This is an optimization exercise on Yosys and OpenROAD, whose aim is small area, not a production implementation. The RTL was checked by simulation tests, not by an equivalence proof against the original design. The clock input has no modelled driver; a real chip could not lean on it and would need a root buffer or a full tree. Power and IR drop assume default switching activity.

==> flow/design.v <==
module demo(input clk, rst_n, reset,
            input [3:0] input_ones, input [3:0] input_tens, input confirm1, confirm2,
            output [3:0] COM, output [6:0] seg,
            output reg [3:0] score, output reg [3:0] remaining_guesses,
            output reg beep);
  reg [14:0] lf;
  reg tog;
  wire [14:0] TERM = 15'b000010000101001;
  wire [14:0] TMASK = 15'b111110011111111;
  wire term = ((lf ^ TERM) & TMASK) == 15'd0;
  wire step = term & ~tog;
  wire kn = ~rst_n | term;
  wire fb = lf[14] ^ lf[7];
  reg [2:0] cs;
  wire sel0 = ~cs[2] & ~cs[0];
  wire sel1 = ~cs[1] &  cs[0];
  wire sel2 = ~cs[2] &  cs[1];
  wire sel3 =  cs[2] &  cs[0];
  assign COM = {~sel3, ~sel2, ~sel1, ~sel0};
  reg [3:0] digit;
  reg [3:0] max_ones, max_tens, min_ones;
  reg [2:0] min_tens;
  reg started;     
  reg won;         
  reg pending;     
  reg [3:0] g1;    
  wire [3:0] q = digit;
  wire blank = q[3] & (q[2] | q[1]);
  wire n0 = ~q[3] & ~q[2] & ~q[1] & ~q[0];
  wire n1 = ~q[3] & ~q[2] & ~q[1] &  q[0];
  wire n2 = ~q[3] & ~q[2] &  q[1] & ~q[0];
  wire n3 = ~q[3] & ~q[2] &  q[1] &  q[0];
  wire n4 = ~q[3] &  q[2] & ~q[1] & ~q[0];
  wire n5 = ~q[3] &  q[2] & ~q[1] &  q[0];
  wire n6 = ~q[3] &  q[2] &  q[1] & ~q[0];
  wire n7 = ~q[3] &  q[2] &  q[1] &  q[0];
  wire n9 =  q[3] & ~q[2] & ~q[1] &  q[0];
  assign seg[6] = blank | n1 | n4;
  assign seg[5] = blank | n5 | n6;
  assign seg[4] = blank | n2;
  assign seg[3] = blank | n1 | n4 | n7;
  assign seg[2] = blank | n1 | n3 | n4 | n5 | n7 | n9;
  assign seg[1] = blank | n1 | n2 | n3 | n7;
  assign seg[0] = blank | n0 | n1 | n7;
  wire start   = reset | won;
  wire compare = confirm2 & (confirm1 | pending);
  wire [3:0] go = confirm1 ? input_ones : g1;
  wire [3:0] gt_ = input_ones;
  wire t7 = gt_[2] & gt_[1] & gt_[0];
  wire gt77 = gt_[3] | (t7 & go[3]);
  wire lt77 = ~gt_[3] & ~(t7 & (go[3] | (go[2] & go[1] & go[0])));
  wire nz = |{gt_, go};
  wire gt = started ? gt77 : nz;
  wire lt = started & lt77;
  wire eq = ~gt & ~lt;
  wire hit = (score == 4'd5) | (remaining_guesses == 4'd0);
  wire clr = confirm1 & reset & (score[3] | (score[2] & (score[1] | score[0])));
  wire ld_max = compare & gt;
  wire ld_min = compare & lt;
  wire lm = rst_n & ld_max;
  wire hm = rst_n & ~ld_max & ~start;
  wire sm = rst_n & ~ld_max & start;
  wire ln = rst_n & ld_min;
  wire hn = rst_n & ~ld_min & ~start;
  wire [3:0] nmax_o = ({4{lm}} & go)  | ({4{hm}} & max_ones) | {sm, 2'b00, sm};
  wire [3:0] nmax_t = ({4{lm}} & gt_) | ({4{hm}} & max_tens) | {sm, 2'b00, sm};
  wire [3:0] nmin_o = ({4{ln}} & go)  | ({4{hn}} & min_ones);
  wire [2:0] nmin_t = ({3{ln}} & gt_[2:0]) | ({3{hn}} & min_tens);
  wire selh = cs[1] & ~cs[0];
  wire e0 = rst_n & sel0, e1 = rst_n & sel1, e2 = rst_n & sel2, e3 = rst_n & sel3,
       eh = rst_n & selh;
  wire [3:0] ndigit = ({4{e0}} & {1'b0, min_tens}) | ({4{e1}} & min_ones) |
                      ({4{e2}} & max_tens) | ({4{e3}} & max_ones) | ({4{eh}} & digit);
  always @(posedge clk) begin
    if (!rst_n) begin
      cs <= 3'b000;
      tog <= 1'b0;
      started <= 1'b0; won <= 1'b0; pending <= 1'b0;
      score <= 4'd0; remaining_guesses <= 4'd0; beep <= 1'b0;
    end else begin
      if (step) cs <= {cs[1] & cs[0], cs[0], ~cs[2]};
      tog <= tog ^ term;
      if (start) started <= 1'b1;
      if (compare) remaining_guesses <= remaining_guesses - 4'd1;
      else if (start) remaining_guesses <= 4'd2;
      won <= compare & eq;
      pending <= (confirm1 | pending) & ~confirm2;
      if (clr & hit) score <= 4'd0;
      else if (compare & eq) score <= score + 4'd1;
      beep <= hit & ~clr;
    end
    if (confirm1) g1 <= input_ones;
    digit <= ndigit;
    max_ones <= nmax_o; max_tens <= nmax_t; min_ones <= nmin_o; min_tens <= nmin_t;
    lf <= {~lf[13:0], fb} & {15{~kn}};
  end
endmodule
==> flow/config.mk <==
export PLATFORM = sky130hd
export DESIGN_NAME = demo
export DESIGN_NICKNAME = demo
export VERILOG_FILES = /design/flow/design.v
export SDC_FILE = /design/flow/constraint.sdc
export NUM_CORES = 4
export LEC_CHECK = 0
export CAP_MARGIN = 20
export CORE_AREA = 2 2 60 60
export DIE_AREA = 0 0 62 62
export SLEW_MARGIN = 20
==> flow/constraint.sdc <==
create_clock -name core_clock -period 5.0 [get_ports {clk}]
set_input_delay 1.0000 -clock core_clock [delete_from_list [all_inputs] [get_ports {clk}]]
set_output_delay 1.0000 -clock core_clock [all_outputs]
set_load 0.01 [all_outputs]
standard.sh (not shown) runs the stock make flow with config.mk's settings and CLKGATE_MAP_FILE= SYNTH_SCRIPT=/design/flow/synth_recipe.tcl, a recipe that flattens the netlist after the stock synthesis.
==> flow/flow/run.sh <==
#!/bin/bash
# Own layout flow: the standard synthesis, then its combinational logic re-mapped by ABC for
# area (registers kept as the standard synthesis made them), then the standard layout steps
# with the ports buffered by the smallest buffer and, in place of TritonCTS, three clock
# buffers that each drive a third of the registers (flow/clkbuf.tcl, the PRE_CTS hook).
# Each tool's output goes to its own log here: synth.log, remap.log, fixports.log, layout.log
# (and ORFS's own per-step logs under orfs/logs).
set -euo pipefail
W=$(pwd)
R=$W/orfs/results/sky130hd/demo/base
LIB=$FLOW_HOME/platforms/sky130hd/lib/sky130_fd_sc_hd__tt_025C_1v80.lib

bash standard.sh synth > $W/synth.log 2>&1

cp $R/1_2_yosys.v $W/std_netlist.v
LIBF=$LIB IN_V=$W/std_netlist.v OUT_V=$W/remap_raw.v ABC_SCRIPT=$W/flow/remap.abc \
  DONT_USE="sky130_fd_sc_hd__probe_p_8 sky130_fd_sc_hd__probec_p_8 sky130_fd_sc_hd__lpflow_*" \
  yosys -c $W/flow/remap.tcl > $W/remap.log 2>&1
python3 $W/flow/fixports.py $W/remap_raw.v $W/remap.v > $W/fixports.log 2>&1
cp $W/remap.v $R/1_2_yosys.v
rm -f $R/1_synth.odb $R/1_synth.sdc

FLOW_CLKBUF=sky130_fd_sc_hd__clkbuf_8 FLOW_CLKGROUPS=3 bash standard.sh "BUFFER_PORTS_ARGS=-buffer_cell sky130_fd_sc_hd__buf_1" \
  "PRE_CTS_TCL=$W/flow/clkbuf.tcl" finish > $W/layout.log 2>&1
==> flow/flow/clkbuf.tcl <==
# Clock distribution in place of TritonCTS (sourced as the PRE_CTS hook): split the registers
# into FLOW_CLKGROUPS groups (strips by x; 2 x 2 for four groups), drive each group from one
# clock buffer placed at its centre, and let the clock port drive only those buffers.
set block [ord::get_db_block]
set clknet [$block findNet clk]
set master [[ord::get_db] findMaster $::env(FLOW_CLKBUF)]
set k $::env(FLOW_CLKGROUPS)
set sinks {}
foreach it [$clknet getITerms] {
  set loc [[$it getInst] getLocation]
  lappend sinks [list $it [lindex $loc 0] [lindex $loc 1]]
}
set s [lsort -integer -index 1 $sinks]
set n [llength $s]
set groups {}
if {$k == 4} {
  set h [expr {$n / 2}]
  foreach half [list [lrange $s 0 [expr {$h - 1}]] [lrange $s $h end]] {
    set t [lsort -integer -index 2 $half]
    set m [expr {[llength $t] / 2}]
    lappend groups [lrange $t 0 [expr {$m - 1}]] [lrange $t $m end]
  }
} else {
  for {set i 0} {$i < $k} {incr i} {
    lappend groups [lrange $s [expr {$i * $n / $k}] [expr {($i + 1) * $n / $k - 1}]]
  }
}
set j 0
foreach g $groups {
  set buf [odb::dbInst_create $block $master clkbuf_leaf_$j]
  set net [odb::dbNet_create $block clknet_leaf_$j]
  $net setSigType CLOCK
  set xs 0; set ys 0
  foreach e $g {
    set it [lindex $e 0]
    incr xs [lindex $e 1]; incr ys [lindex $e 2]
    $it disconnect
    $it connect $net
  }
  [$buf findITerm A] connect $clknet
  [$buf findITerm X] connect $net
  set m [llength $g]
  $buf setLocation [expr {$xs / $m}] [expr {$ys / $m}]
  $buf setPlacementStatus PLACED
  puts "clock buffer $j ($::env(FLOW_CLKBUF)) drives $m registers"
  incr j
}
set_propagated_clock [all_clocks]
# the tree is built: make the step's clock_tree_synthesis call a no-op
rename clock_tree_synthesis {}
proc clock_tree_synthesis {args} { puts "clock tree already built by clkbuf.tcl" }
Other scripts of this flow, unchanged in this note and not shown: flow/flow/fixports.py, flow/flow/remap.abc, flow/flow/remap.tcl
Change:
--- a/flow/flow/run.sh
+++ b/flow/flow/run.sh
@@ -2,8 +2,5 @@
 # Own layout flow: the standard synthesis, then its combinational logic re-mapped by ABC for
 # area (registers kept as the standard synthesis made them), then the standard layout steps
-# with the ports buffered by the smallest buffer and, in place of TritonCTS, three clock
-# buffers that each drive a third of the registers (flow/clkbuf.tcl, the PRE_CTS hook).
-# Each tool's output goes to its own log here: synth.log, remap.log, fixports.log, layout.log
-# (and ORFS's own per-step logs under orfs/logs).
+# with the ports buffered by the smallest buffer.
 set -euo pipefail
 W=$(pwd)
CORE_AREA = default   (was 2 2 60 60)
CORE_MARGIN = 2   (was default)
CORE_UTILIZATION = 80   (was default)
DIE_AREA = default   (was 0 0 62 62)
Result: The changed run died in global placement (3_3_place_gp); area after synthesis does not change; synthesized cell count is unchanged.
Change:
CORE_AREA = 2 2 64 64   (was default)
CORE_MARGIN = default   (was 2)
CORE_UTILIZATION = default   (was 80)
DIE_AREA = 0 0 66 66   (was default)
The changed run produced a clean layout.
Synthesized cell count stays the same.
Synthesized area does not change.
Change:
--- a/flow/flow/run.sh
+++ b/flow/flow/run.sh
@@ -18,4 +18,4 @@
 rm -f $R/1_synth.odb $R/1_synth.sdc
 
-FLOW_CLKBUF=sky130_fd_sc_hd__clkbuf_8 FLOW_CLKGROUPS=3 bash standard.sh "BUFFER_PORTS_ARGS=-buffer_cell sky130_fd_sc_hd__buf_1" \
+FLOW_CLKBUF=sky130_fd_sc_hd__clkbuf_8 bash standard.sh "BUFFER_PORTS_ARGS=-buffer_cell sky130_fd_sc_hd__buf_1" \
   "PRE_CTS_TCL=$W/flow/clkbuf.tcl" finish > $W/layout.log 2>&1
==> flow/flow/clkbuf.tcl (replaced) <==
# Clock distribution in place of TritonCTS (sourced as the PRE_CTS hook): split the registers
# into four groups (halves by x, then halves by y), drive each group from one clock buffer
# placed at its centre, and let the clock port drive only those four buffers.
set block [ord::get_db_block]
set clknet [$block findNet clk]
set master [[ord::get_db] findMaster $::env(FLOW_CLKBUF)]
set sinks {}
foreach it [$clknet getITerms] {
  set loc [[$it getInst] getLocation]
  lappend sinks [list $it [lindex $loc 0] [lindex $loc 1]]
}
proc halves {lst idx} {
  set s [lsort -integer -index $idx $lst]
  set h [expr {[llength $s] / 2}]
  return [list [lrange $s 0 [expr {$h - 1}]] [lrange $s $h end]]
}
set groups {}
foreach half [halves $sinks 1] { foreach q [halves $half 2] { lappend groups $q } }
set k 0
foreach g $groups {
  set buf [odb::dbInst_create $block $master clkbuf_leaf_$k]
  set net [odb::dbNet_create $block clknet_leaf_$k]
  $net setSigType CLOCK
  set xs 0; set ys 0
  foreach s $g {
    set it [lindex $s 0]
    incr xs [lindex $s 1]; incr ys [lindex $s 2]
    $it disconnect
    $it connect $net
  }
  [$buf findITerm A] connect $clknet
  [$buf findITerm X] connect $net
  set n [llength $g]
  $buf setLocation [expr {$xs / $n}] [expr {$ys / $n}]
  $buf setPlacementStatus PLACED
  puts "clock buffer $k ($::env(FLOW_CLKBUF)) drives $n registers"
  incr k
}
set_propagated_clock [all_clocks]
# the tree is built: make the step's clock_tree_synthesis call a no-op
rename clock_tree_synthesis {}
proc clock_tree_synthesis {args} { puts "clock tree already built by clkbuf.tcl" }
CORE_AREA = default   (was 2 2 64 64)
CORE_MARGIN = 2   (was default)
CORE_UTILIZATION = 40   (was default)
DIE_AREA = default   (was 0 0 66 66)
- The new run produced a clean layout
- combinational power came out higher by about 1%
- via count drops by 1.1%
- area after synthesis is unchanged
- final area goes up by about 1%
- register-to-register slack barely changes
- die area climbs by 24%
- synthesized cell count is unchanged
Change:
--- a/flow/flow/run.sh
+++ b/flow/flow/run.sh
@@ -18,4 +18,4 @@
 rm -f $R/1_synth.odb $R/1_synth.sdc
 
-FLOW_CLKBUF=sky130_fd_sc_hd__clkbuf_8 bash standard.sh "BUFFER_PORTS_ARGS=-buffer_cell sky130_fd_sc_hd__buf_1" \
-  "PRE_CTS_TCL=$W/flow/clkbuf.tcl" finish > $W/layout.log 2>&1
+bash standard.sh "BUFFER_PORTS_ARGS=-buffer_cell sky130_fd_sc_hd__buf_1" \
+  "CTS_ARGS=-sink_clustering_enable -repair_clock_nets -buf_list sky130_fd_sc_hd__clkbuf_8 -root_buf sky130_fd_sc_hd__clkbuf_8 -dont_use_dummy_load" finish > $W/layout.log 2>&1
removed: flow/flow/clkbuf.tcl
What happened: Via count decreases slightly; power increases by a few percent; first-iteration DRC count increases by a few percent; wire length increases slightly; design area increases slightly; combinational power is about the same; worst setup slack improves by 0.15 ns; global-route usage increases by 1.2 points; synthesized area stays the same.
In the first, third and fourth runs of this note the design's own scripts or RTL, not TritonCTS, make the clock network.

-- re-timing with driven ports --
How much do the figures lean on ideal ports? The routed layouts below were timed once more, with nothing changed but the port constraints. Step 1 assumes that a clkbuf_16 drives the clock port and a buf_2 every other input. Step 2 times the ports against the registers' clock, not the clock port: input delays grow and output delays shrink by t, the midpoint of the rising clock arrivals with the driver on. Three values: no drivers, after step 1, after step 2; two values: the first two.
run | t, ns | slack for setup (ns) | latest minus earliest clock arrival (ns) | worst slew at a driven data input, ns
the first run | 0.199 | 2.066 / 2.082 / 1.884 | 0.012 / 0.013 | 0.03
the third run | 0.199 | 2.043 / 2.063 / 1.865 | 0.005 / 0.005 | 0.03
the fourth run | 0.197 | 2.096 / 2.129 / 1.932 | 0.004 / 0.004 | 0.03
the fifth run | 0.322 | 2.248 / 2.252 / 1.930 | 0.014 / 0.014 | 0.03
After both steps setup and hold are still met in every run listed. The setup slack of the fifth run, which loses most, moves by +0.004 ns with the drivers and by -0.318 ns with both steps.
